What follows belongs to an exercise in optimizing a design on an open flow for small area and a short achievable clock period; a production flow would make more cautious choices. The RTL of this run was laid out without a check of its function. Power is estimated from default activity; no workload was simulated.

<file path="flow/config.mk">
export PLATFORM = sky130hd
export DESIGN_NAME = DSP
export DESIGN_NICKNAME = DSP
export VERILOG_FILES = /design/flow/design.v
export SDC_FILE = /design/flow/constraint.sdc
export NUM_CORES = 4
export LEC_CHECK = 0
export ABC_AREA = 1
export CAP_MARGIN = 20
export CORE_MARGIN = 2
export CORE_UTILIZATION = 40
export SETUP_SLACK_MARGIN = 3.0
export SLEW_MARGIN = 20
export BUFFER_PORTS_ARGS = -buffer_cell sky130_fd_sc_hd__buf_2
export PRE_RESIZE_TCL = /design/flow/flow/ports.tcl
</file>
<file path="flow/constraint.sdc">
create_clock -name core_clock -period 7.0 [get_ports {CLK}]
set_input_delay 1.4000 -clock core_clock [delete_from_list [all_inputs] [get_ports {CLK}]]
set_output_delay 1.4000 -clock core_clock [all_outputs]
set_load 0.01 [all_outputs]
</file>
<file path="flow/design.v">
module DSP (A,B,D,C,CLK,CARRYIN,OPMODE,BCIN,RSTA,RSTB,RSTM,
RSTP,RSTC,RSTD,RSTCARRYIN,RSTOPMODE,CEA,CEB,CEM,CEP,CEC,CED,
CECARRYIN,CEOPMODE,PCIN,BCOUT,PCOUT,P,M,CARRYOUT,CARRYOUTF);
  parameter A0REG=0;
  parameter A1REG=1;
  parameter B0REG=0;
  parameter B1REG=1;
  parameter CREG=1;
  parameter DREG=1;
  parameter MREG=1;
  parameter PREG=1;
  parameter CARRYINREG=1;
  parameter CARRYOUTREG=1;
  parameter OPMODEREG=1;
  parameter CARRYINSEL="OPMODE5";
  parameter B_INPUT ="DIRECT";
  parameter RSTTYPE ="SYNC";
  input [17:0] A,B,D,BCIN;
  input [47:0] C,PCIN;
  input [7:0] OPMODE;
  input CLK,CARRYIN,RSTA,RSTB,RSTC,RSTCARRYIN,RSTD,RSTM,
  RSTOPMODE,RSTP,CEA,CEB,CECARRYIN,CEC,CED,CEM,CEOPMODE,CEP;
  output [17:0] BCOUT;
  output [47:0] PCOUT;
  output [47:0] P;
  output [35:0] M;
  output CARRYOUT,CARRYOUTF;
  reg [7:0] opm;
  reg [17:0] dr, ar, br;
  reg [47:0] cr, pr;
  reg cyi, cyo;
  reg [35:0] ms;
  reg [35:3] mc;
  wire s6 = opm[6];
  wire [18:0] pre_w = {dr, 1'b1} + {B ^ {18{s6}}, s6};
  wire [17:0] pre = pre_w[18:1];
  wire [17:0] b_in = opm[4] ? pre : B;
  reg [8:0] enc_one, enc_two;
  wire [8:0] one_in = {(b_in[16] ^ b_in[15]), (b_in[14] ^ b_in[13]), (b_in[12] ^ b_in[11]), (b_in[10] ^ b_in[9]), (b_in[8] ^ b_in[7]), (b_in[6] ^ b_in[5]), (b_in[4] ^ b_in[3]), (b_in[2] ^ b_in[1]), (b_in[0] ^ 1'b0)};
  wire [8:0] two_in = {((b_in[17] & ~b_in[16] & ~b_in[15]) | (~b_in[17] & b_in[16] & b_in[15])), ((b_in[15] & ~b_in[14] & ~b_in[13]) | (~b_in[15] & b_in[14] & b_in[13])), ((b_in[13] & ~b_in[12] & ~b_in[11]) | (~b_in[13] & b_in[12] & b_in[11])), ((b_in[11] & ~b_in[10] & ~b_in[9]) | (~b_in[11] & b_in[10] & b_in[9])), ((b_in[9] & ~b_in[8] & ~b_in[7]) | (~b_in[9] & b_in[8] & b_in[7])), ((b_in[7] & ~b_in[6] & ~b_in[5]) | (~b_in[7] & b_in[6] & b_in[5])), ((b_in[5] & ~b_in[4] & ~b_in[3]) | (~b_in[5] & b_in[4] & b_in[3])), ((b_in[3] & ~b_in[2] & ~b_in[1]) | (~b_in[3] & b_in[2] & b_in[1])), ((b_in[1] & ~b_in[0] & ~1'b0) | (~b_in[1] & b_in[0] & 1'b0))};
  always @(posedge CLK) begin
    if (RSTOPMODE) opm <= 8'd0;
    else if (CEOPMODE) opm <= OPMODE;
  end
  always @(posedge CLK) begin
    if (RSTD) dr <= 18'd0;
    else if (CED) dr <= D;
  end
  always @(posedge CLK) begin
    if (RSTC) cr <= 48'd0;
    else if (CEC) cr <= C;
  end
  always @(posedge CLK) begin
    if (RSTA) ar <= 18'd0;
    else if (CEA) ar <= A;
  end
  always @(posedge CLK) begin
    if (RSTB) br <= 18'd0;
    else if (CEB) br <= b_in;
  end
  always @(posedge CLK) begin
    if (RSTCARRYIN) cyi <= 1'd0;
    else if (CECARRYIN) cyi <= opm[5];
  end
  always @(posedge CLK) begin
    if (RSTB) enc_one <= 9'd0;
    else if (CEB) enc_one <= one_in;
  end
  always @(posedge CLK) begin
    if (RSTB) enc_two <= 9'd0;
    else if (CEB) enc_two <= two_in;
  end
  wire one0 = enc_one[0];
  wire two0 = enc_two[0];
  wire neg0 = br[1];
  wire pp1 = ((one0 & ar[0]) | (two0 & 1'b0)) ^ neg0;
  wire pp2 = ((one0 & ar[1]) | (two0 & ar[0])) ^ neg0;
  wire pp3 = ((one0 & ar[2]) | (two0 & ar[1])) ^ neg0;
  wire pp4 = ((one0 & ar[3]) | (two0 & ar[2])) ^ neg0;
  wire pp5 = ((one0 & ar[4]) | (two0 & ar[3])) ^ neg0;
  wire pp6 = ((one0 & ar[5]) | (two0 & ar[4])) ^ neg0;
  wire pp7 = ((one0 & ar[6]) | (two0 & ar[5])) ^ neg0;
  wire pp8 = ((one0 & ar[7]) | (two0 & ar[6])) ^ neg0;
  wire pp9 = ((one0 & ar[8]) | (two0 & ar[7])) ^ neg0;
  wire pp10 = ((one0 & ar[9]) | (two0 & ar[8])) ^ neg0;
  wire pp11 = ((one0 & ar[10]) | (two0 & ar[9])) ^ neg0;
  wire pp12 = ((one0 & ar[11]) | (two0 & ar[10])) ^ neg0;
  wire pp13 = ((one0 & ar[12]) | (two0 & ar[11])) ^ neg0;
  wire pp14 = ((one0 & ar[13]) | (two0 & ar[12])) ^ neg0;
  wire pp15 = ((one0 & ar[14]) | (two0 & ar[13])) ^ neg0;
  wire pp16 = ((one0 & ar[15]) | (two0 & ar[14])) ^ neg0;
  wire pp17 = ((one0 & ar[16]) | (two0 & ar[15])) ^ neg0;
  wire pp18 = ((one0 & ar[17]) | (two0 & ar[16])) ^ neg0;
  wire pp19 = ((one0 & 1'b0) | (two0 & ar[17])) ^ neg0;
  wire ns20 = ~neg0;
  wire one1 = enc_one[1];
  wire two1 = enc_two[1];
  wire neg1 = br[3];
  wire pp21 = ((one1 & ar[0]) | (two1 & 1'b0)) ^ neg1;
  wire pp22 = ((one1 & ar[1]) | (two1 & ar[0])) ^ neg1;
  wire pp23 = ((one1 & ar[2]) | (two1 & ar[1])) ^ neg1;
  wire pp24 = ((one1 & ar[3]) | (two1 & ar[2])) ^ neg1;
  wire pp25 = ((one1 & ar[4]) | (two1 & ar[3])) ^ neg1;
  wire pp26 = ((one1 & ar[5]) | (two1 & ar[4])) ^ neg1;
  wire pp27 = ((one1 & ar[6]) | (two1 & ar[5])) ^ neg1;
  wire pp28 = ((one1 & ar[7]) | (two1 & ar[6])) ^ neg1;
  wire pp29 = ((one1 & ar[8]) | (two1 & ar[7])) ^ neg1;
  wire pp30 = ((one1 & ar[9]) | (two1 & ar[8])) ^ neg1;
  wire pp31 = ((one1 & ar[10]) | (two1 & ar[9])) ^ neg1;
  wire pp32 = ((one1 & ar[11]) | (two1 & ar[10])) ^ neg1;
  wire pp33 = ((one1 & ar[12]) | (two1 & ar[11])) ^ neg1;
  wire pp34 = ((one1 & ar[13]) | (two1 & ar[12])) ^ neg1;
  wire pp35 = ((one1 & ar[14]) | (two1 & ar[13])) ^ neg1;
  wire pp36 = ((one1 & ar[15]) | (two1 & ar[14])) ^ neg1;
  wire pp37 = ((one1 & ar[16]) | (two1 & ar[15])) ^ neg1;
  wire pp38 = ((one1 & ar[17]) | (two1 & ar[16])) ^ neg1;
  wire pp39 = ((one1 & 1'b0) | (two1 & ar[17])) ^ neg1;
  wire ns40 = ~neg1;
  wire one2 = enc_one[2];
  wire two2 = enc_two[2];
  wire neg2 = br[5];
  wire pp41 = ((one2 & ar[0]) | (two2 & 1'b0)) ^ neg2;
  wire pp42 = ((one2 & ar[1]) | (two2 & ar[0])) ^ neg2;
  wire pp43 = ((one2 & ar[2]) | (two2 & ar[1])) ^ neg2;
  wire pp44 = ((one2 & ar[3]) | (two2 & ar[2])) ^ neg2;
  wire pp45 = ((one2 & ar[4]) | (two2 & ar[3])) ^ neg2;
  wire pp46 = ((one2 & ar[5]) | (two2 & ar[4])) ^ neg2;
  wire pp47 = ((one2 & ar[6]) | (two2 & ar[5])) ^ neg2;
  wire pp48 = ((one2 & ar[7]) | (two2 & ar[6])) ^ neg2;
  wire pp49 = ((one2 & ar[8]) | (two2 & ar[7])) ^ neg2;
  wire pp50 = ((one2 & ar[9]) | (two2 & ar[8])) ^ neg2;
  wire pp51 = ((one2 & ar[10]) | (two2 & ar[9])) ^ neg2;
  wire pp52 = ((one2 & ar[11]) | (two2 & ar[10])) ^ neg2;
  wire pp53 = ((one2 & ar[12]) | (two2 & ar[11])) ^ neg2;
  wire pp54 = ((one2 & ar[13]) | (two2 & ar[12])) ^ neg2;
  wire pp55 = ((one2 & ar[14]) | (two2 & ar[13])) ^ neg2;
  wire pp56 = ((one2 & ar[15]) | (two2 & ar[14])) ^ neg2;
  wire pp57 = ((one2 & ar[16]) | (two2 & ar[15])) ^ neg2;
  wire pp58 = ((one2 & ar[17]) | (two2 & ar[16])) ^ neg2;
  wire pp59 = ((one2 & 1'b0) | (two2 & ar[17])) ^ neg2;
  wire ns60 = ~neg2;
  wire one3 = enc_one[3];
  wire two3 = enc_two[3];
  wire neg3 = br[7];
  wire pp61 = ((one3 & ar[0]) | (two3 & 1'b0)) ^ neg3;
  wire pp62 = ((one3 & ar[1]) | (two3 & ar[0])) ^ neg3;
  wire pp63 = ((one3 & ar[2]) | (two3 & ar[1])) ^ neg3;
  wire pp64 = ((one3 & ar[3]) | (two3 & ar[2])) ^ neg3;
  wire pp65 = ((one3 & ar[4]) | (two3 & ar[3])) ^ neg3;
  wire pp66 = ((one3 & ar[5]) | (two3 & ar[4])) ^ neg3;
  wire pp67 = ((one3 & ar[6]) | (two3 & ar[5])) ^ neg3;
  wire pp68 = ((one3 & ar[7]) | (two3 & ar[6])) ^ neg3;
  wire pp69 = ((one3 & ar[8]) | (two3 & ar[7])) ^ neg3;
  wire pp70 = ((one3 & ar[9]) | (two3 & ar[8])) ^ neg3;
  wire pp71 = ((one3 & ar[10]) | (two3 & ar[9])) ^ neg3;
  wire pp72 = ((one3 & ar[11]) | (two3 & ar[10])) ^ neg3;
  wire pp73 = ((one3 & ar[12]) | (two3 & ar[11])) ^ neg3;
  wire pp74 = ((one3 & ar[13]) | (two3 & ar[12])) ^ neg3;
  wire pp75 = ((one3 & ar[14]) | (two3 & ar[13])) ^ neg3;
  wire pp76 = ((one3 & ar[15]) | (two3 & ar[14])) ^ neg3;
  wire pp77 = ((one3 & ar[16]) | (two3 & ar[15])) ^ neg3;
  wire pp78 = ((one3 & ar[17]) | (two3 & ar[16])) ^ neg3;
  wire pp79 = ((one3 & 1'b0) | (two3 & ar[17])) ^ neg3;
  wire ns80 = ~neg3;
  wire one4 = enc_one[4];
  wire two4 = enc_two[4];
  wire neg4 = br[9];
  wire pp81 = ((one4 & ar[0]) | (two4 & 1'b0)) ^ neg4;
  wire pp82 = ((one4 & ar[1]) | (two4 & ar[0])) ^ neg4;
  wire pp83 = ((one4 & ar[2]) | (two4 & ar[1])) ^ neg4;
  wire pp84 = ((one4 & ar[3]) | (two4 & ar[2])) ^ neg4;
  wire pp85 = ((one4 & ar[4]) | (two4 & ar[3])) ^ neg4;
  wire pp86 = ((one4 & ar[5]) | (two4 & ar[4])) ^ neg4;
  wire pp87 = ((one4 & ar[6]) | (two4 & ar[5])) ^ neg4;
  wire pp88 = ((one4 & ar[7]) | (two4 & ar[6])) ^ neg4;
  wire pp89 = ((one4 & ar[8]) | (two4 & ar[7])) ^ neg4;
  wire pp90 = ((one4 & ar[9]) | (two4 & ar[8])) ^ neg4;
  wire pp91 = ((one4 & ar[10]) | (two4 & ar[9])) ^ neg4;
  wire pp92 = ((one4 & ar[11]) | (two4 & ar[10])) ^ neg4;
  wire pp93 = ((one4 & ar[12]) | (two4 & ar[11])) ^ neg4;
  wire pp94 = ((one4 & ar[13]) | (two4 & ar[12])) ^ neg4;
  wire pp95 = ((one4 & ar[14]) | (two4 & ar[13])) ^ neg4;
  wire pp96 = ((one4 & ar[15]) | (two4 & ar[14])) ^ neg4;
  wire pp97 = ((one4 & ar[16]) | (two4 & ar[15])) ^ neg4;
  wire pp98 = ((one4 & ar[17]) | (two4 & ar[16])) ^ neg4;
  wire pp99 = ((one4 & 1'b0) | (two4 & ar[17])) ^ neg4;
  wire ns100 = ~neg4;
  wire one5 = enc_one[5];
  wire two5 = enc_two[5];
  wire neg5 = br[11];
  wire pp101 = ((one5 & ar[0]) | (two5 & 1'b0)) ^ neg5;
  wire pp102 = ((one5 & ar[1]) | (two5 & ar[0])) ^ neg5;
  wire pp103 = ((one5 & ar[2]) | (two5 & ar[1])) ^ neg5;
  wire pp104 = ((one5 & ar[3]) | (two5 & ar[2])) ^ neg5;
  wire pp105 = ((one5 & ar[4]) | (two5 & ar[3])) ^ neg5;
  wire pp106 = ((one5 & ar[5]) | (two5 & ar[4])) ^ neg5;
  wire pp107 = ((one5 & ar[6]) | (two5 & ar[5])) ^ neg5;
  wire pp108 = ((one5 & ar[7]) | (two5 & ar[6])) ^ neg5;
  wire pp109 = ((one5 & ar[8]) | (two5 & ar[7])) ^ neg5;
  wire pp110 = ((one5 & ar[9]) | (two5 & ar[8])) ^ neg5;
  wire pp111 = ((one5 & ar[10]) | (two5 & ar[9])) ^ neg5;
  wire pp112 = ((one5 & ar[11]) | (two5 & ar[10])) ^ neg5;
  wire pp113 = ((one5 & ar[12]) | (two5 & ar[11])) ^ neg5;
  wire pp114 = ((one5 & ar[13]) | (two5 & ar[12])) ^ neg5;
  wire pp115 = ((one5 & ar[14]) | (two5 & ar[13])) ^ neg5;
  wire pp116 = ((one5 & ar[15]) | (two5 & ar[14])) ^ neg5;
  wire pp117 = ((one5 & ar[16]) | (two5 & ar[15])) ^ neg5;
  wire pp118 = ((one5 & ar[17]) | (two5 & ar[16])) ^ neg5;
  wire pp119 = ((one5 & 1'b0) | (two5 & ar[17])) ^ neg5;
  wire ns120 = ~neg5;
  wire one6 = enc_one[6];
  wire two6 = enc_two[6];
  wire neg6 = br[13];
  wire pp121 = ((one6 & ar[0]) | (two6 & 1'b0)) ^ neg6;
  wire pp122 = ((one6 & ar[1]) | (two6 & ar[0])) ^ neg6;
  wire pp123 = ((one6 & ar[2]) | (two6 & ar[1])) ^ neg6;
  wire pp124 = ((one6 & ar[3]) | (two6 & ar[2])) ^ neg6;
  wire pp125 = ((one6 & ar[4]) | (two6 & ar[3])) ^ neg6;
  wire pp126 = ((one6 & ar[5]) | (two6 & ar[4])) ^ neg6;
  wire pp127 = ((one6 & ar[6]) | (two6 & ar[5])) ^ neg6;
  wire pp128 = ((one6 & ar[7]) | (two6 & ar[6])) ^ neg6;
  wire pp129 = ((one6 & ar[8]) | (two6 & ar[7])) ^ neg6;
  wire pp130 = ((one6 & ar[9]) | (two6 & ar[8])) ^ neg6;
  wire pp131 = ((one6 & ar[10]) | (two6 & ar[9])) ^ neg6;
  wire pp132 = ((one6 & ar[11]) | (two6 & ar[10])) ^ neg6;
  wire pp133 = ((one6 & ar[12]) | (two6 & ar[11])) ^ neg6;
  wire pp134 = ((one6 & ar[13]) | (two6 & ar[12])) ^ neg6;
  wire pp135 = ((one6 & ar[14]) | (two6 & ar[13])) ^ neg6;
  wire pp136 = ((one6 & ar[15]) | (two6 & ar[14])) ^ neg6;
  wire pp137 = ((one6 & ar[16]) | (two6 & ar[15])) ^ neg6;
  wire pp138 = ((one6 & ar[17]) | (two6 & ar[16])) ^ neg6;
  wire pp139 = ((one6 & 1'b0) | (two6 & ar[17])) ^ neg6;
  wire ns140 = ~neg6;
  wire one7 = enc_one[7];
  wire two7 = enc_two[7];
  wire neg7 = br[15];
  wire pp141 = ((one7 & ar[0]) | (two7 & 1'b0)) ^ neg7;
  wire pp142 = ((one7 & ar[1]) | (two7 & ar[0])) ^ neg7;
  wire pp143 = ((one7 & ar[2]) | (two7 & ar[1])) ^ neg7;
  wire pp144 = ((one7 & ar[3]) | (two7 & ar[2])) ^ neg7;
  wire pp145 = ((one7 & ar[4]) | (two7 & ar[3])) ^ neg7;
  wire pp146 = ((one7 & ar[5]) | (two7 & ar[4])) ^ neg7;
  wire pp147 = ((one7 & ar[6]) | (two7 & ar[5])) ^ neg7;
  wire pp148 = ((one7 & ar[7]) | (two7 & ar[6])) ^ neg7;
  wire pp149 = ((one7 & ar[8]) | (two7 & ar[7])) ^ neg7;
  wire pp150 = ((one7 & ar[9]) | (two7 & ar[8])) ^ neg7;
  wire pp151 = ((one7 & ar[10]) | (two7 & ar[9])) ^ neg7;
  wire pp152 = ((one7 & ar[11]) | (two7 & ar[10])) ^ neg7;
  wire pp153 = ((one7 & ar[12]) | (two7 & ar[11])) ^ neg7;
  wire pp154 = ((one7 & ar[13]) | (two7 & ar[12])) ^ neg7;
  wire pp155 = ((one7 & ar[14]) | (two7 & ar[13])) ^ neg7;
  wire pp156 = ((one7 & ar[15]) | (two7 & ar[14])) ^ neg7;
  wire pp157 = ((one7 & ar[16]) | (two7 & ar[15])) ^ neg7;
  wire pp158 = ((one7 & ar[17]) | (two7 & ar[16])) ^ neg7;
  wire pp159 = ((one7 & 1'b0) | (two7 & ar[17])) ^ neg7;
  wire ns160 = ~neg7;
  wire one8 = enc_one[8];
  wire two8 = enc_two[8];
  wire neg8 = br[17];
  wire pp161 = ((one8 & ar[0]) | (two8 & 1'b0)) ^ neg8;
  wire pp162 = ((one8 & ar[1]) | (two8 & ar[0])) ^ neg8;
  wire pp163 = ((one8 & ar[2]) | (two8 & ar[1])) ^ neg8;
  wire pp164 = ((one8 & ar[3]) | (two8 & ar[2])) ^ neg8;
  wire pp165 = ((one8 & ar[4]) | (two8 & ar[3])) ^ neg8;
  wire pp166 = ((one8 & ar[5]) | (two8 & ar[4])) ^ neg8;
  wire pp167 = ((one8 & ar[6]) | (two8 & ar[5])) ^ neg8;
  wire pp168 = ((one8 & ar[7]) | (two8 & ar[6])) ^ neg8;
  wire pp169 = ((one8 & ar[8]) | (two8 & ar[7])) ^ neg8;
  wire pp170 = ((one8 & ar[9]) | (two8 & ar[8])) ^ neg8;
  wire pp171 = ((one8 & ar[10]) | (two8 & ar[9])) ^ neg8;
  wire pp172 = ((one8 & ar[11]) | (two8 & ar[10])) ^ neg8;
  wire pp173 = ((one8 & ar[12]) | (two8 & ar[11])) ^ neg8;
  wire pp174 = ((one8 & ar[13]) | (two8 & ar[12])) ^ neg8;
  wire pp175 = ((one8 & ar[14]) | (two8 & ar[13])) ^ neg8;
  wire pp176 = ((one8 & ar[15]) | (two8 & ar[14])) ^ neg8;
  wire pp177 = ((one8 & ar[16]) | (two8 & ar[15])) ^ neg8;
  wire pp178 = ((one8 & ar[17]) | (two8 & ar[16])) ^ neg8;
  wire pp179 = ((one8 & 1'b0) | (two8 & ar[17])) ^ neg8;
  wire ns180 = ~neg8;
  wire pp181 = br[17] & ar[0];
  wire pp182 = br[17] & ar[1];
  wire pp183 = br[17] & ar[2];
  wire pp184 = br[17] & ar[3];
  wire pp185 = br[17] & ar[4];
  wire pp186 = br[17] & ar[5];
  wire pp187 = br[17] & ar[6];
  wire pp188 = br[17] & ar[7];
  wire pp189 = br[17] & ar[8];
  wire pp190 = br[17] & ar[9];
  wire pp191 = br[17] & ar[10];
  wire pp192 = br[17] & ar[11];
  wire pp193 = br[17] & ar[12];
  wire pp194 = br[17] & ar[13];
  wire pp195 = br[17] & ar[14];
  wire pp196 = br[17] & ar[15];
  wire pp197 = br[17] & ar[16];
  wire pp198 = br[17] & ar[17];
  wire nc199 = ~ns20;
  wire nc200 = ~ns20;
  wire nc201 = ~pp185;
  wire nc202 = ~pp187;
  wire nc203 = ~pp189;
  wire nc204 = ~pp191;
  wire nc205 = ~pp193;
  wire nc206 = ~pp195;
  wire nc207 = ~pp197;
  wire s208 = neg1 ^ pp21 ^ pp3;
  wire c209 = (neg1 & pp21) | (neg1 & pp3) | (pp21 & pp3);
  wire s210 = pp22 ^ pp4;
  wire c211 = pp22 & pp4;
  wire s212 = neg2 ^ pp23 ^ pp41;
  wire c213 = (neg2 & pp23) | (neg2 & pp41) | (pp23 & pp41);
  wire s214 = pp5 ^ c211;
  wire c215 = pp5 & c211;
  wire s216 = pp24 ^ pp42 ^ pp6;
  wire c217 = (pp24 & pp42) | (pp24 & pp6) | (pp42 & pp6);
  wire s218 = c213 ^ c215;
  wire c219 = c213 & c215;
  wire s220 = neg3 ^ pp25 ^ pp43;
  wire c221 = (neg3 & pp25) | (neg3 & pp43) | (pp25 & pp43);
  wire s222 = pp61 ^ pp7 ^ c217;
  wire c223 = (pp61 & pp7) | (pp61 & c217) | (pp7 & c217);
  wire s224 = s220 ^ c219;
  wire c225 = s220 & c219;
  wire s226 = pp26 ^ pp44 ^ pp62;
  wire c227 = (pp26 & pp44) | (pp26 & pp62) | (pp44 & pp62);
  wire s228 = pp8 ^ c221 ^ s226;
  wire c229 = (pp8 & c221) | (pp8 & s226) | (c221 & s226);
  wire s230 = c223 ^ c225;
  wire c231 = c223 & c225;
  wire s232 = neg4 ^ pp27 ^ pp45;
  wire c233 = (neg4 & pp27) | (neg4 & pp45) | (pp27 & pp45);
  wire s234 = pp63 ^ pp81 ^ pp9;
  wire c235 = (pp63 & pp81) | (pp63 & pp9) | (pp81 & pp9);
  wire s236 = c227 ^ s232 ^ s234;
  wire c237 = (c227 & s232) | (c227 & s234) | (s232 & s234);
  wire s238 = c229 ^ s236;
  wire c239 = c229 & s236;
  wire s240 = pp10 ^ pp28 ^ pp46;
  wire c241 = (pp10 & pp28) | (pp10 & pp46) | (pp28 & pp46);
  wire s242 = pp64 ^ pp82 ^ c233;
  wire c243 = (pp64 & pp82) | (pp64 & c233) | (pp82 & c233);
  wire s244 = c235 ^ s240 ^ c237;
  wire c245 = (c235 & s240) | (c235 & c237) | (s240 & c237);
  wire s246 = s242 ^ c239;
  wire c247 = s242 & c239;
  wire s248 = neg5 ^ pp101 ^ pp11;
  wire c249 = (neg5 & pp101) | (neg5 & pp11) | (pp101 & pp11);
  wire s250 = pp29 ^ pp47 ^ pp65;
  wire c251 = (pp29 & pp47) | (pp29 & pp65) | (pp47 & pp65);
  wire s252 = pp83 ^ c241 ^ s248;
  wire c253 = (pp83 & c241) | (pp83 & s248) | (c241 & s248);
  wire s254 = s250 ^ c243 ^ s252;
  wire c255 = (s250 & c243) | (s250 & s252) | (c243 & s252);
  wire s256 = c245 ^ c247;
  wire c257 = c245 & c247;
  wire s258 = pp102 ^ pp12 ^ pp30;
  wire c259 = (pp102 & pp12) | (pp102 & pp30) | (pp12 & pp30);
  wire s260 = pp48 ^ pp66 ^ pp84;
  wire c261 = (pp48 & pp66) | (pp48 & pp84) | (pp66 & pp84);
  wire s262 = c249 ^ c251 ^ s258;
  wire c263 = (c249 & c251) | (c249 & s258) | (c251 & s258);
  wire s264 = s260 ^ c253 ^ s262;
  wire c265 = (s260 & c253) | (s260 & s262) | (c253 & s262);
  wire s266 = c255 ^ s264;
  wire c267 = c255 & s264;
  wire s268 = neg6 ^ pp103 ^ pp121;
  wire c269 = (neg6 & pp103) | (neg6 & pp121) | (pp103 & pp121);
  wire s270 = pp13 ^ pp31 ^ pp49;
  wire c271 = (pp13 & pp31) | (pp13 & pp49) | (pp31 & pp49);
  wire s272 = pp67 ^ pp85 ^ c259;
  wire c273 = (pp67 & pp85) | (pp67 & c259) | (pp85 & c259);
  wire s274 = c261 ^ s268 ^ s270;
  wire c275 = (c261 & s268) | (c261 & s270) | (s268 & s270);
  wire s276 = c263 ^ s272 ^ s274;
  wire c277 = (c263 & s272) | (c263 & s274) | (s272 & s274);
  wire s278 = c265 ^ s276;
  wire c279 = c265 & s276;
  wire s280 = pp104 ^ pp122 ^ pp14;
  wire c281 = (pp104 & pp122) | (pp104 & pp14) | (pp122 & pp14);
  wire s282 = pp32 ^ pp50 ^ pp68;
  wire c283 = (pp32 & pp50) | (pp32 & pp68) | (pp50 & pp68);
  wire s284 = pp86 ^ c269 ^ c271;
  wire c285 = (pp86 & c269) | (pp86 & c271) | (c269 & c271);
  wire s286 = s280 ^ s282 ^ c273;
  wire c287 = (s280 & s282) | (s280 & c273) | (s282 & c273);
  wire s288 = c275 ^ s284 ^ s286;
  wire c289 = (c275 & s284) | (c275 & s286) | (s284 & s286);
  wire s290 = c277 ^ c279;
  wire c291 = c277 & c279;
  wire s292 = neg7 ^ pp105 ^ pp123;
  wire c293 = (neg7 & pp105) | (neg7 & pp123) | (pp105 & pp123);
  wire s294 = pp141 ^ pp15 ^ pp33;
  wire c295 = (pp141 & pp15) | (pp141 & pp33) | (pp15 & pp33);
  wire s296 = pp51 ^ pp69 ^ pp87;
  wire c297 = (pp51 & pp69) | (pp51 & pp87) | (pp69 & pp87);
  wire s298 = c281 ^ c283 ^ s292;
  wire c299 = (c281 & c283) | (c281 & s292) | (c283 & s292);
  wire s300 = s294 ^ s296 ^ c285;
  wire c301 = (s294 & s296) | (s294 & c285) | (s296 & c285);
  wire s302 = s298 ^ c287 ^ s300;
  wire c303 = (s298 & c287) | (s298 & s300) | (c287 & s300);
  wire s304 = c289 ^ s302;
  wire c305 = c289 & s302;
  wire s306 = pp106 ^ pp124 ^ pp142;
  wire c307 = (pp106 & pp124) | (pp106 & pp142) | (pp124 & pp142);
  wire s308 = pp16 ^ pp34 ^ pp52;
  wire c309 = (pp16 & pp34) | (pp16 & pp52) | (pp34 & pp52);
  wire s310 = pp70 ^ pp88 ^ c293;
  wire c311 = (pp70 & pp88) | (pp70 & c293) | (pp88 & c293);
  wire s312 = c295 ^ c297 ^ s306;
  wire c313 = (c295 & c297) | (c295 & s306) | (c297 & s306);
  wire s314 = s308 ^ c299 ^ s310;
  wire c315 = (s308 & c299) | (s308 & s310) | (c299 & s310);
  wire s316 = s312 ^ c301 ^ s314;
  wire c317 = (s312 & c301) | (s312 & s314) | (c301 & s314);
  wire s318 = c303 ^ s316;
  wire c319 = c303 & s316;
  wire s320 = neg8 ^ pp107 ^ pp125;
  wire c321 = (neg8 & pp107) | (neg8 & pp125) | (pp107 & pp125);
  wire s322 = pp143 ^ pp161 ^ pp17;
  wire c323 = (pp143 & pp161) | (pp143 & pp17) | (pp161 & pp17);
  wire s324 = pp35 ^ pp53 ^ pp71;
  wire c325 = (pp35 & pp53) | (pp35 & pp71) | (pp53 & pp71);
  wire s326 = pp89 ^ c307 ^ c309;
  wire c327 = (pp89 & c307) | (pp89 & c309) | (c307 & c309);
  wire s328 = s320 ^ s322 ^ s324;
  wire c329 = (s320 & s322) | (s320 & s324) | (s322 & s324);
  wire s330 = c311 ^ c313 ^ s326;
  wire c331 = (c311 & c313) | (c311 & s326) | (c313 & s326);
  wire s332 = s328 ^ c315 ^ s330;
  wire c333 = (s328 & c315) | (s328 & s330) | (c315 & s330);
  wire s334 = c317 ^ s332;
  wire c335 = c317 & s332;
  wire s336 = pp108 ^ pp126 ^ pp144;
  wire c337 = (pp108 & pp126) | (pp108 & pp144) | (pp126 & pp144);
  wire s338 = pp162 ^ pp18 ^ pp36;
  wire c339 = (pp162 & pp18) | (pp162 & pp36) | (pp18 & pp36);
  wire s340 = pp54 ^ pp72 ^ pp90;
  wire c341 = (pp54 & pp72) | (pp54 & pp90) | (pp72 & pp90);
  wire s342 = c321 ^ c323 ^ c325;
  wire c343 = (c321 & c323) | (c321 & c325) | (c323 & c325);
  wire s344 = s336 ^ s338 ^ s340;
  wire c345 = (s336 & s338) | (s336 & s340) | (s338 & s340);
  wire s346 = c327 ^ c329 ^ s342;
  wire c347 = (c327 & c329) | (c327 & s342) | (c329 & s342);
  wire s348 = s344 ^ c331 ^ s346;
  wire c349 = (s344 & c331) | (s344 & s346) | (c331 & s346);
  wire s350 = c333 ^ s348;
  wire c351 = c333 & s348;
  wire s352 = pp181 ^ pp109 ^ pp127;
  wire c353 = (pp181 & pp109) | (pp181 & pp127) | (pp109 & pp127);
  wire s354 = pp145 ^ pp163 ^ pp19;
  wire c355 = (pp145 & pp163) | (pp145 & pp19) | (pp163 & pp19);
  wire s356 = pp37 ^ pp55 ^ pp73;
  wire c357 = (pp37 & pp55) | (pp37 & pp73) | (pp55 & pp73);
  wire s358 = pp91 ^ c337 ^ c339;
  wire c359 = (pp91 & c337) | (pp91 & c339) | (c337 & c339);
  wire s360 = c341 ^ s352 ^ s354;
  wire c361 = (c341 & s352) | (c341 & s354) | (s352 & s354);
  wire s362 = s356 ^ c343 ^ c345;
  wire c363 = (s356 & c343) | (s356 & c345) | (c343 & c345);
  wire s364 = s358 ^ s360 ^ c347;
  wire c365 = (s358 & s360) | (s358 & c347) | (s360 & c347);
  wire s366 = s362 ^ c349 ^ s364;
  wire c367 = (s362 & c349) | (s362 & s364) | (c349 & s364);
  wire s368 = pp182 ^ nc199 ^ pp110;
  wire c369 = (pp182 & nc199) | (pp182 & pp110) | (nc199 & pp110);
  wire s370 = pp128 ^ pp146 ^ pp164;
  wire c371 = (pp128 & pp146) | (pp128 & pp164) | (pp146 & pp164);
  wire s372 = pp38 ^ pp56 ^ pp74;
  wire c373 = (pp38 & pp56) | (pp38 & pp74) | (pp56 & pp74);
  wire s374 = pp92 ^ c353 ^ c355;
  wire c375 = (pp92 & c353) | (pp92 & c355) | (c353 & c355);
  wire s376 = c357 ^ s368 ^ s370;
  wire c377 = (c357 & s368) | (c357 & s370) | (s368 & s370);
  wire s378 = s372 ^ c359 ^ c361;
  wire c379 = (s372 & c359) | (s372 & c361) | (c359 & c361);
  wire s380 = s374 ^ s376 ^ c363;
  wire c381 = (s374 & s376) | (s374 & c363) | (s376 & c363);
  wire s382 = s378 ^ c365 ^ s380;
  wire c383 = (s378 & c365) | (s378 & s380) | (c365 & s380);
  wire s384 = pp183 ^ nc200 ^ pp111;
  wire c385 = (pp183 & nc200) | (pp183 & pp111) | (nc200 & pp111);
  wire s386 = pp129 ^ pp147 ^ pp165;
  wire c387 = (pp129 & pp147) | (pp129 & pp165) | (pp147 & pp165);
  wire s388 = pp39 ^ pp57 ^ pp75;
  wire c389 = (pp39 & pp57) | (pp39 & pp75) | (pp57 & pp75);
  wire s390 = pp93 ^ c369 ^ c371;
  wire c391 = (pp93 & c369) | (pp93 & c371) | (c369 & c371);
  wire s392 = c373 ^ s384 ^ s386;
  wire c393 = (c373 & s384) | (c373 & s386) | (s384 & s386);
  wire s394 = s388 ^ c375 ^ c377;
  wire c395 = (s388 & c375) | (s388 & c377) | (c375 & c377);
  wire s396 = s390 ^ s392 ^ c379;
  wire c397 = (s390 & s392) | (s390 & c379) | (s392 & c379);
  wire s398 = s394 ^ c381 ^ s396;
  wire c399 = (s394 & c381) | (s394 & s396) | (c381 & s396);
  wire s400 = ns20 ^ ns40 ^ pp184;
  wire c401 = (ns20 & ns40) | (ns20 & pp184) | (ns40 & pp184);
  wire s402 = pp112 ^ pp130 ^ pp148;
  wire c403 = (pp112 & pp130) | (pp112 & pp148) | (pp130 & pp148);
  wire s404 = pp166 ^ pp58 ^ pp76;
  wire c405 = (pp166 & pp58) | (pp166 & pp76) | (pp58 & pp76);
  wire s406 = pp94 ^ s400 ^ c385;
  wire c407 = (pp94 & s400) | (pp94 & c385) | (s400 & c385);
  wire s408 = c387 ^ c389 ^ s402;
  wire c409 = (c387 & c389) | (c387 & s402) | (c389 & s402);
  wire s410 = s404 ^ c391 ^ c393;
  wire c411 = (s404 & c391) | (s404 & c393) | (c391 & c393);
  wire s412 = s406 ^ s408 ^ c395;
  wire c413 = (s406 & s408) | (s406 & c395) | (s408 & c395);
  wire s414 = s410 ^ c397 ^ s412;
  wire c415 = (s410 & c397) | (s410 & s412) | (c397 & s412);
  wire s416 = nc201 ^ pp113 ^ pp131;
  wire c417 = (nc201 & pp113) | (nc201 & pp131) | (pp113 & pp131);
  wire s418 = pp149 ^ pp167 ^ pp59;
  wire c419 = (pp149 & pp167) | (pp149 & pp59) | (pp167 & pp59);
  wire s420 = pp77 ^ pp95 ^ c401;
  wire c421 = (pp77 & pp95) | (pp77 & c401) | (pp95 & c401);
  wire s422 = c403 ^ c405 ^ s416;
  wire c423 = (c403 & c405) | (c403 & s416) | (c405 & s416);
  wire s424 = s418 ^ s420 ^ c407;
  wire c425 = (s418 & s420) | (s418 & c407) | (s420 & c407);
  wire s426 = c409 ^ s422 ^ c411;
  wire c427 = (c409 & s422) | (c409 & c411) | (s422 & c411);
  wire s428 = s424 ^ c413 ^ s426;
  wire c429 = (s424 & c413) | (s424 & s426) | (c413 & s426);
  wire s430 = ns60 ^ pp185 ^ pp186;
  wire c431 = (ns60 & pp185) | (ns60 & pp186) | (pp185 & pp186);
  wire s432 = pp114 ^ pp132 ^ pp150;
  wire c433 = (pp114 & pp132) | (pp114 & pp150) | (pp132 & pp150);
  wire s434 = pp168 ^ pp78 ^ pp96;
  wire c435 = (pp168 & pp78) | (pp168 & pp96) | (pp78 & pp96);
  wire s436 = s430 ^ c417 ^ c419;
  wire c437 = (s430 & c417) | (s430 & c419) | (c417 & c419);
  wire s438 = c421 ^ s432 ^ s434;
  wire c439 = (c421 & s432) | (c421 & s434) | (s432 & s434);
  wire s440 = c423 ^ s436 ^ s438;
  wire c441 = (c423 & s436) | (c423 & s438) | (s436 & s438);
  wire s442 = c425 ^ s440 ^ c427;
  wire c443 = (c425 & s440) | (c425 & c427) | (s440 & c427);
  wire s444 = nc202 ^ pp115 ^ pp133;
  wire c445 = (nc202 & pp115) | (nc202 & pp133) | (pp115 & pp133);
  wire s446 = pp151 ^ pp169 ^ pp79;
  wire c447 = (pp151 & pp169) | (pp151 & pp79) | (pp169 & pp79);
  wire s448 = pp97 ^ c431 ^ c433;
  wire c449 = (pp97 & c431) | (pp97 & c433) | (c431 & c433);
  wire s450 = c435 ^ s444 ^ s446;
  wire c451 = (c435 & s444) | (c435 & s446) | (s444 & s446);
  wire s452 = c437 ^ c439 ^ s448;
  wire c453 = (c437 & c439) | (c437 & s448) | (c439 & s448);
  wire s454 = s450 ^ c441 ^ s452;
  wire c455 = (s450 & c441) | (s450 & s452) | (c441 & s452);
  wire s456 = ns80 ^ pp187 ^ pp188;
  wire c457 = (ns80 & pp187) | (ns80 & pp188) | (pp187 & pp188);
  wire s458 = pp116 ^ pp134 ^ pp152;
  wire c459 = (pp116 & pp134) | (pp116 & pp152) | (pp134 & pp152);
  wire s460 = pp170 ^ pp98 ^ s456;
  wire c461 = (pp170 & pp98) | (pp170 & s456) | (pp98 & s456);
  wire s462 = c445 ^ c447 ^ s458;
  wire c463 = (c445 & c447) | (c445 & s458) | (c447 & s458);
  wire s464 = s460 ^ c449 ^ c451;
  wire c465 = (s460 & c449) | (s460 & c451) | (c449 & c451);
  wire s466 = s462 ^ c453 ^ s464;
  wire c467 = (s462 & c453) | (s462 & s464) | (c453 & s464);
  wire s468 = nc203 ^ pp117 ^ pp135;
  wire c469 = (nc203 & pp117) | (nc203 & pp135) | (pp117 & pp135);
  wire s470 = pp153 ^ pp171 ^ pp99;
  wire c471 = (pp153 & pp171) | (pp153 & pp99) | (pp171 & pp99);
  wire s472 = c457 ^ c459 ^ s468;
  wire c473 = (c457 & c459) | (c457 & s468) | (c459 & s468);
  wire s474 = s470 ^ c461 ^ c463;
  wire c475 = (s470 & c461) | (s470 & c463) | (c461 & c463);
  wire s476 = s472 ^ c465 ^ s474;
  wire c477 = (s472 & c465) | (s472 & s474) | (c465 & s474);
  wire s478 = ns100 ^ pp189 ^ pp190;
  wire c479 = (ns100 & pp189) | (ns100 & pp190) | (pp189 & pp190);
  wire s480 = pp118 ^ pp136 ^ pp154;
  wire c481 = (pp118 & pp136) | (pp118 & pp154) | (pp136 & pp154);
  wire s482 = pp172 ^ s478 ^ c469;
  wire c483 = (pp172 & s478) | (pp172 & c469) | (s478 & c469);
  wire s484 = c471 ^ s480 ^ c473;
  wire c485 = (c471 & s480) | (c471 & c473) | (s480 & c473);
  wire s486 = s482 ^ c475 ^ s484;
  wire c487 = (s482 & c475) | (s482 & s484) | (c475 & s484);
  wire s488 = nc204 ^ pp119 ^ pp137;
  wire c489 = (nc204 & pp119) | (nc204 & pp137) | (pp119 & pp137);
  wire s490 = pp155 ^ pp173 ^ c479;
  wire c491 = (pp155 & pp173) | (pp155 & c479) | (pp173 & c479);
  wire s492 = c481 ^ s488 ^ s490;
  wire c493 = (c481 & s488) | (c481 & s490) | (s488 & s490);
  wire s494 = c483 ^ s492 ^ c485;
  wire c495 = (c483 & s492) | (c483 & c485) | (s492 & c485);
  wire s496 = ns120 ^ pp191 ^ pp192;
  wire c497 = (ns120 & pp191) | (ns120 & pp192) | (pp191 & pp192);
  wire s498 = pp138 ^ pp156 ^ pp174;
  wire c499 = (pp138 & pp156) | (pp138 & pp174) | (pp156 & pp174);
  wire s500 = s496 ^ c489 ^ c491;
  wire c501 = (s496 & c489) | (s496 & c491) | (c489 & c491);
  wire s502 = s498 ^ c493 ^ s500;
  wire c503 = (s498 & c493) | (s498 & s500) | (c493 & s500);
  wire s504 = nc205 ^ pp139 ^ pp157;
  wire c505 = (nc205 & pp139) | (nc205 & pp157) | (pp139 & pp157);
  wire s506 = pp175 ^ c497 ^ c499;
  wire c507 = (pp175 & c497) | (pp175 & c499) | (c497 & c499);
  wire s508 = s504 ^ c501 ^ s506;
  wire c509 = (s504 & c501) | (s504 & s506) | (c501 & s506);
  wire s510 = ns140 ^ pp193 ^ pp194;
  wire c511 = (ns140 & pp193) | (ns140 & pp194) | (pp193 & pp194);
  wire s512 = pp158 ^ pp176 ^ s510;
  wire c513 = (pp158 & pp176) | (pp158 & s510) | (pp176 & s510);
  wire s514 = c505 ^ s512 ^ c507;
  wire c515 = (c505 & s512) | (c505 & c507) | (s512 & c507);
  wire s516 = nc206 ^ pp159 ^ pp177;
  wire c517 = (nc206 & pp159) | (nc206 & pp177) | (pp159 & pp177);
  wire s518 = c511 ^ s516 ^ c513;
  wire c519 = (c511 & s516) | (c511 & c513) | (s516 & c513);
  wire s520 = ns160 ^ pp195 ^ pp196;
  wire c521 = (ns160 & pp195) | (ns160 & pp196) | (pp195 & pp196);
  wire s522 = pp178 ^ s520 ^ c517;
  wire c523 = (pp178 & s520) | (pp178 & c517) | (s520 & c517);
  wire s524 = nc207 ^ pp179 ^ c521;
  wire c525 = (nc207 & pp179) | (nc207 & c521) | (pp179 & c521);
  wire s526 = ns180 ^ pp197 ^ pp198;
  wire c527 = (ns180 & pp197) | (ns180 & pp198) | (pp197 & pp198);
  wire s528 = neg0 ^ pp1;
  wire c529 = neg0 & pp1;
  wire s530 = pp2 ^ c529;
  wire c531 = pp2 & c529;
  wire p532 = c531 ^ s208;
  wire g533 = c531 & s208;
  wire p534 = s210 ^ c209;
  wire g535 = s210 & c209;
  wire p536 = s212 ^ s214;
  wire g537 = s212 & s214;
  wire p538 = s216 ^ s218;
  wire g539 = s216 & s218;
  wire p540 = s222 ^ s224;
  wire g541 = s222 & s224;
  wire p542 = s228 ^ s230;
  wire g543 = s228 & s230;
  wire p544 = c231 ^ s238;
  wire g545 = c231 & s238;
  wire p546 = s244 ^ s246;
  wire g547 = s244 & s246;
  wire p548 = s254 ^ s256;
  wire g549 = s254 & s256;
  wire p550 = c257 ^ s266;
  wire g551 = c257 & s266;
  wire p552 = c267 ^ s278;
  wire g553 = c267 & s278;
  wire p554 = s288 ^ s290;
  wire g555 = s288 & s290;
  wire p556 = c291 ^ s304;
  wire g557 = c291 & s304;
  wire p558 = c305 ^ s318;
  wire g559 = c305 & s318;
  wire p560 = c319 ^ s334;
  wire g561 = c319 & s334;
  wire p562 = c335 ^ s350;
  wire g563 = c335 & s350;
  wire p564 = c351 ^ s366;
  wire g565 = c351 & s366;
  wire p566 = c367 ^ s382;
  wire g567 = c367 & s382;
  wire p568 = c383 ^ s398;
  wire g569 = c383 & s398;
  wire p570 = c399 ^ s414;
  wire g571 = c399 & s414;
  wire p572 = c415 ^ s428;
  wire g573 = c415 & s428;
  wire p574 = c429 ^ s442;
  wire g575 = c429 & s442;
  wire p576 = s454 ^ c443;
  wire g577 = s454 & c443;
  wire p578 = c455 ^ s466;
  wire g579 = c455 & s466;
  wire p580 = c467 ^ s476;
  wire g581 = c467 & s476;
  wire p582 = c477 ^ s486;
  wire g583 = c477 & s486;
  wire p584 = c487 ^ s494;
  wire g585 = c487 & s494;
  wire p586 = s502 ^ c495;
  wire g587 = s502 & c495;
  wire p588 = c503 ^ s508;
  wire g589 = c503 & s508;
  wire p590 = c509 ^ s514;
  wire g591 = c509 & s514;
  wire p592 = s518 ^ c515;
  wire g593 = s518 & c515;
  wire p594 = s522 ^ c519;
  wire g595 = s522 & c519;
  wire p596 = s524 ^ c523;
  wire g597 = s524 & c523;
  wire p598 = s526 ^ c525;
  wire g599 = s526 & c525;
  wire [35:0] prod_s = {p598, p596, p594, p592, p590, p588, p586, p584, p582, p580, p578, p576, p574, p572, p570, p568, p566, p564, p562, p560, p558, p556, p554, p552, p550, p548, p546, p544, p542, p540, p538, p536, p534, p532, s530, s528};
  wire [35:0] prod_c = {g597, g595, g593, g591, g589, g587, g585, g583, g581, g579, g577, g575, g573, g571, g569, g567, g565, g563, g561, g559, g557, g555, g553, g551, g549, g547, g545, g543, g541, g539, g537, g535, g533, 1'b0, 1'b0, 1'b0};
  always @(posedge CLK) begin
    if (RSTM) ms <= 36'd0;
    else if (CEM) ms <= prod_s;
  end
  always @(posedge CLK) begin
    if (RSTM) mc <= 33'd0;
    else if (CEM) mc <= prod_c[35:3];
  end
  wire [35:0] mc36 = {mc, 3'd0};
  assign M = ms + mc36;
  wire s7 = opm[7];
  wire [47:0] x = ({48{opm[1:0] == 2'd1}} & {12'd0, M})
                | ({48{opm[1:0] == 2'd2}} & pr)
                | ({48{opm[1:0] == 2'd3}} & {dr[11:0], ar, br});
  wire [47:0] zs = (({48{opm[3:2] == 2'd1}} & PCIN)
                 | ({48{opm[3:2] == 2'd2}} & pr)
                 | ({48{opm[3:2] == 2'd3}} & cr)) ^ {48{s7}};
  wire [49:0] t_w = {1'b0, zs, 1'b1} + {1'b0, x, cyi};
  wire [47:0] post = t_w[48:1] ^ {48{s7}};
  wire post_c = t_w[49];
  always @(posedge CLK) begin
    if (RSTP) pr <= 48'd0;
    else if (CEP) pr <= post;
  end
  always @(posedge CLK) begin
    if (RSTCARRYIN) cyo <= 1'd0;
    else if (CECARRYIN) cyo <= post_c;
  end
  assign BCOUT = br;
  assign P = pr;
  assign PCOUT = pr;
  assign CARRYOUT = cyo;
  assign CARRYOUTF = cyo;
endmodule
</file>
<file path="flow/flow/run.sh">
#!/bin/bash
# The standard layout (standard.sh: standard synthesis, then ORFS to
# finish), with one change: the port buffers are plain buffers (buf_2 from
# buffer_ports, then buf_1 on the inputs) instead of the delay cell
# buffer_ports picks by default.  Each tool's output is in orfs/logs.
set -euo pipefail
HERE=$(pwd)
cat >> config.mk <<EOC
export BUFFER_PORTS_ARGS = -buffer_cell sky130_fd_sc_hd__buf_2
export PRE_RESIZE_TCL = $HERE/flow/ports.tcl
EOC
bash standard.sh > standard.log 2>&1
</file>
<file path="flow/flow/ports.tcl">
# Before repair_design: the input ports' buffers become buf_1.
set n 0
foreach bterm [[ord::get_db_block] getBTerms] {
  if {[$bterm getIoType] ne "INPUT"} { continue }
  set net [$bterm getNet]
  if {$net eq "NULL" || [$net getSigType] eq "CLOCK"} { continue }
  foreach iterm [$net getITerms] {
    set inst [$iterm getInst]
    if {[[$inst getMaster] getName] eq "sky130_fd_sc_hd__buf_2"} {
      replace_cell [get_cells [$inst getName]] sky130_fd_sc_hd__buf_1
      incr n
    }
  }
}
puts "flow/ports.tcl: $n input buffers set to buf_1"
</file>
<file path="flow/standard.sh">
#!/bin/bash
# synth_recipe.tcl (not shown) runs the flow's synth.tcl, then flattens the netlist and writes it again
# the make line also repeats each setting of config.mk as NAME=value (left out here)
make -C /OpenROAD-flow-scripts/flow DESIGN_CONFIG=/design/flow/config.mk WORK_HOME=/design/flow/orfs CLKGATE_MAP_FILE= SYNTH_SCRIPT=/design/flow/synth_recipe.tcl "${@:-finish}"
</file>
==> impl_metrics.csv <==
group,metric,value,unit
yosys,synthFlopType,"dfxtp_1",
placed_design,gp_congestion,0.9789,
clocking,cts_buffers,31,
yosys,syn_avg_cell_area,6.819,um^2
detailed_routing,dr_total_vias,26748,
yosys,syn_area,0.02546,mm^2
floorplan,placementRows,92,
pwr,switchingPower,3.848,mW
global_route,grt_max_degree,70,
setup_path,worstReg2RegStart,"ms[3]",
yosys,ys_async_sr_fraction,0,%
outcome,status,"no timing/DRC/antenna violations",
yosys,netlist-cell-type-count,56,
clocking,cts_sinks,246,
timing,tns,0,ps
timing,finalSetupViolCount,0,
finish,antenna_cells,0,
setup_path,startpoint,"ms[12]",
clocking,ctsHoldBuffers,0,
setup_path,crit_type,"reg2out",
global_route,use_met3,5.348,%
yosys,yosysSeqAreaShare,19.34,%
yosys,synth-seq-cells,246,
timing,maxSlewHeadroom,34.12,%
global_route,antenna_found_initial,2,
global_route,grt_util_met2,48.34,%
setup_path,rrSetupSlack,3040,ps
floorplan,dieArea,0.06569,mm^2
pwr,intPower,4.768,mW
setup_path,path_delay_family,"simple AND/OR/NAND/NOR gates",
pwr,p_seq_share,21.4,%
clocking,cts.clk_slew.worst_paths,60,ps
global_route,grt_pass1_wl,152400,um
global_route,grt_pass1_vias,24642,
floorplan,chipHeight,256.3,um
detailed_routing,remaining_drc_errors,0,
detailed_routing,drt-initial-drc-count,2355,
finish,seq_area,0.005050,mm^2
finish,multi_input_area,0.01956,mm^2
setup_path,crit_top_cell,"nand2_1",
worst_hold_path,hold_path.class,"reg2reg",
setup_path,worstSetupStartpointType,"flop",
setup_path,reg2regPathDepth,29,
floorplan,io_pins,346,
placed_design,port_buffers,326,
placed_design,dpl_cell_area,0.02696,mm^2
yosys,synth_cells,3734,
setup_path,critPathMaxFanout,4,
clocking,max-clock-path-buffers,3,
global_route,grt_usage,29.98,%
clocking,root_buffer,"clkbuf_16",
timing,fmax,238.8,MHz
worst_hold_path,hold_path_startpoint,"cr[45]",
pwr,power_density,267.8,mW/mm^2
setup_path,crit_chain,"ha_4 > nand2_1 > nand2_1 > a21oi_1 > o21ai_0 > nand2_1 > nand3_4 > buf_4 > a21o_4 > or2_4 > nand2_4 > inv_1 > buf_4",
floorplan,core,0.06297,mm^2
global_route,met1_usage,38.82,%
detailed_routing,viasPerCell,5.403,
setup_path,critPathCaptureType,"output pin",
setup_path,crit_slowest_cell,"dfxtp_2",
timing,finClkSkew,36.04,ps
pwr,p_comb_share,58.1,%
yosys,yosysTopAreaCell,"dfxtp_1",
global_route,gr-total-overflow,0,
detailed_routing,drt_pass1_iterations,6,
finish,fillers,6316,
yosys,netlist.area_leader.share,19.34,%
setup_path,max_stage_delay,330,ps
timing,drv_slew,0,
setup_path,critical_path_arrival,2790,ps
finish,drive_above_1_share,22.63,%
finish,fin_nets,4563,
worst_hold_path,whs_endpoint,"cr[45]",
yosys,synth_edf_count,0,
setup_path,reg2reg_to,"pr[35]",
pwr,ir_worst_vdd,0.2244,mV
detailed_routing,ant_nets,0,
floorplan,initial_core_util,40.44,%
finish,final_area,0.03218,mm^2
clocking,htree_levels,1,
yosys,ys_top_cells_by_area,"dfxtp_1 (19%), nand2_1 (14%), fa_1 (11%)",
pwr,p_leak,14.65,nW
clocking,cts_tree,"done",
flow_run,cap_violations,0,
timing,worstMarginPinSlew,982.1,ps
pwr,p_clk_share,20.5,%
global_route,busiest_layer,"met2",
timing,min_period,4188,ps
yosys,ys_warn_count,1,
worst_hold_path,hold_depth,2,
clocking,clk_latency,620,ps
detailed_routing,drt-total-wl,104900,um
setup_path,critPathRequiredTime,5600,ps
floorplan,die_x,256.3,um
detailed_routing,routedWlPerCell,21.18,um
finish,area_growth,26.37,%
pwr,swShare,44.66,%
setup_path,crit_buf_inv,3,
timing,rsz0062_at_grt,"yes",
placed_design,hpwl,76600,um
yosys,syn-num-nets,4217,
timing,finalCritPeriodShare,59.83,%
timing,hold_viol,0,
Yosys cell counts (4+ instances only):
cell	n
nand2_1	978
o21ai_0	99
o21ai_1	11
o21ai_2	4
inv_2	11
nand3_2	8
nand4_1	13
nand3b_1	5
a21boi_0	5
xnor2_1	30
buf_1	27
clkbuf_1	129
o221ai_1	18
buf_4	62
or2_2	6
a21o_1	6
nor4_1	6
nor2_1	226
a211oi_1	28
o22ai_1	155
nand3_1	163
inv_1	427
o21a_1	12
dfxtp_1	246
a21oi_2	7
fa_1	142
ha_1	147
a31oi_1	9
xor2_1	299
nor3_1	17
clkinv_1	31
o211ai_1	34
o21bai_1	8
buf_2	26
nand2_2	10
a21oi_1	304
flip-flops by register name (all words and copies together), names as in the netlist:
register,count
br,18
opm,8
cr,48
cyo,1
ms,36
dr,18
enc_two,9
enc_one,8
cyi,1
ar,18
pr,48
mc,33
cell type report:
type                            instances  share of cell area [%]
Tap cell                              846                   3.290
Multi-Input combinational cell       2773                   60.79
Inverter                              469                   6.085
Clock buffer                           41                   2.714
Timing Repair inverter                  9                  0.1866
Sequential cell                       246                   15.69
Clock inverter                         17                  0.7427
Timing Repair Buffer                  550                   10.50
worst max-delay path by stage:
stage | end | slack [ps] | depth (start not counted)
4_1_cts | M[33] | 2750 | 14
2_1_floorplan | ms[18] | 3000 | 13
3_3_place_gp | ms[18] | 2100 | 11
6_report | M[29] | 2810 | 13
5_1_grt | pr[40] | 2710 | 24
3_5_place_dp | ms[18] | 2140 | 11
timing repair:
| item | 4_1_cts | 5_1_grt |
|---|---|---|
| pin swaps | 36 | 91 |
| setup endpoints to repair | 101 | 78 |
| cloned | 8 | 2 |
| resized for setup | 322 | 307 |
| setup buffers | 63 | 135 |
power groups by stage:
stage / logic (mW) / registers [mW] / clock network (mW)
finish: 5.00 / 1.84 / 1.77
global route: 5.56 / 1.86 / 1.85
CTS: 4.52 / 1.84 / 1.80
detailed placement: 4.12 / 1.81 / 0
global placement: 4.14 / 1.81 / 0
floorplan: 2.79 / 1.74 / 0
metal layers:
layer / share of wire, % / wire length [um]
met4: 5.5 / 5802
met3: 8.4 / 8771
met2: 45 / 46990
met1: 41 / 43270
met5: 0.011 / 12
metrics by stage:
| step | cells | setup WS, ps | util (%) | power, mW | hold WS (ps) |
|---|---|---|---|---|---|
| floorplan | 3734 | 3004 | - | 4.525 | 433.8 |
| global placement | 4684 | 2105 | 43.13 | 5.945 | 449.1 |
| detailed placement | 4685 | 2142 | 42.82 | 5.933 | 452.2 |
| CTS | 4814 | 2754 | 47.45 | 8.152 | 461.5 |
| global route | 4951 | 2711 | 51.10 | 9.268 | 479.1 |
| finish | 4951 | 2812 | 51.10 | 8.616 | 460.4 |
cells in the final DEF, fill, tap and decap left out, types with 19 or more instances in the layout:
master / Yosys / layout
a21oi_1: 304 / 251
clkinv_4: 0 / 23
buf_6: 1 / 26
dfxtp_1: 246 / 180
inv_1: 427 / 398
fa_2: 0 / 19
a21oi_2: 7 / 50
buf_2: 26 / 144
clkinvlp_4: 0 / 24
ha_1: 147 / 109
ha_4: 0 / 34
fa_1: 142 / 123
buf_1: 27 / 170
dfxtp_2: 0 / 49
nand2_2: 10 / 53
clkbuf_16: 0 / 32
nand3_1: 163 / 140
inv_2: 11 / 22
a211oi_1: 28 / 26
nor2_2: 2 / 37
o21ai_1: 11 / 25
o21ai_0: 99 / 76
nand3_2: 8 / 25
o22ai_1: 155 / 144
buf_4: 62 / 198
xor2_1: 299 / 276
nand2_1: 978 / 920
o211ai_1: 34 / 34
xnor2_1: 30 / 29
nor2_1: 226 / 181
cells by family after synthesis:
kind of cell               count (synthesis)  share of synthesized area (%)
AOI/OAI and AO/OA                        708                          16.20
adders and majority gates                289                          18.39
and+or+nand+nor                         1444                          22.98
buffers and inverters                    715                          11.62
DFF                                      246                          19.34
muxes                                      2                        0.09826
xor gates and xnor gates                 330                          11.38
worst min-delay path, delay by kind of cell (launching register included):
family          cells  cell delay (ps)
flops               1              310
compound gates      1               50
simple gates        1               60

## separate check: timing with driven ports
The flow's constraints put no driver on any port. The routed layout listed below was extracted and timed again, unchanged, in two steps.
Step 1 assumes that a clkbuf_16 drives the clock port and a buf_2 every other input.
Step 2 moves the port delays by t, midway between the first and last clock arrival at a register: inputs arrive t later, outputs are due t later. That takes back most of the time a late clock gives input paths.
Slacks: no drivers / after step 1 / after step 2; pairs: no drivers / after step 1.
t, ns: 0.670
setup slack, ns: 2.812 / 2.746 / 2.817
worst setup path at the end: input to register
worst data-port slew with drivers (ns): 0.09
After both steps setup and hold are still met in this run. For this run, drivers alone change the setup slack by -0.066 ns; drivers and shift together by +0.005 ns.
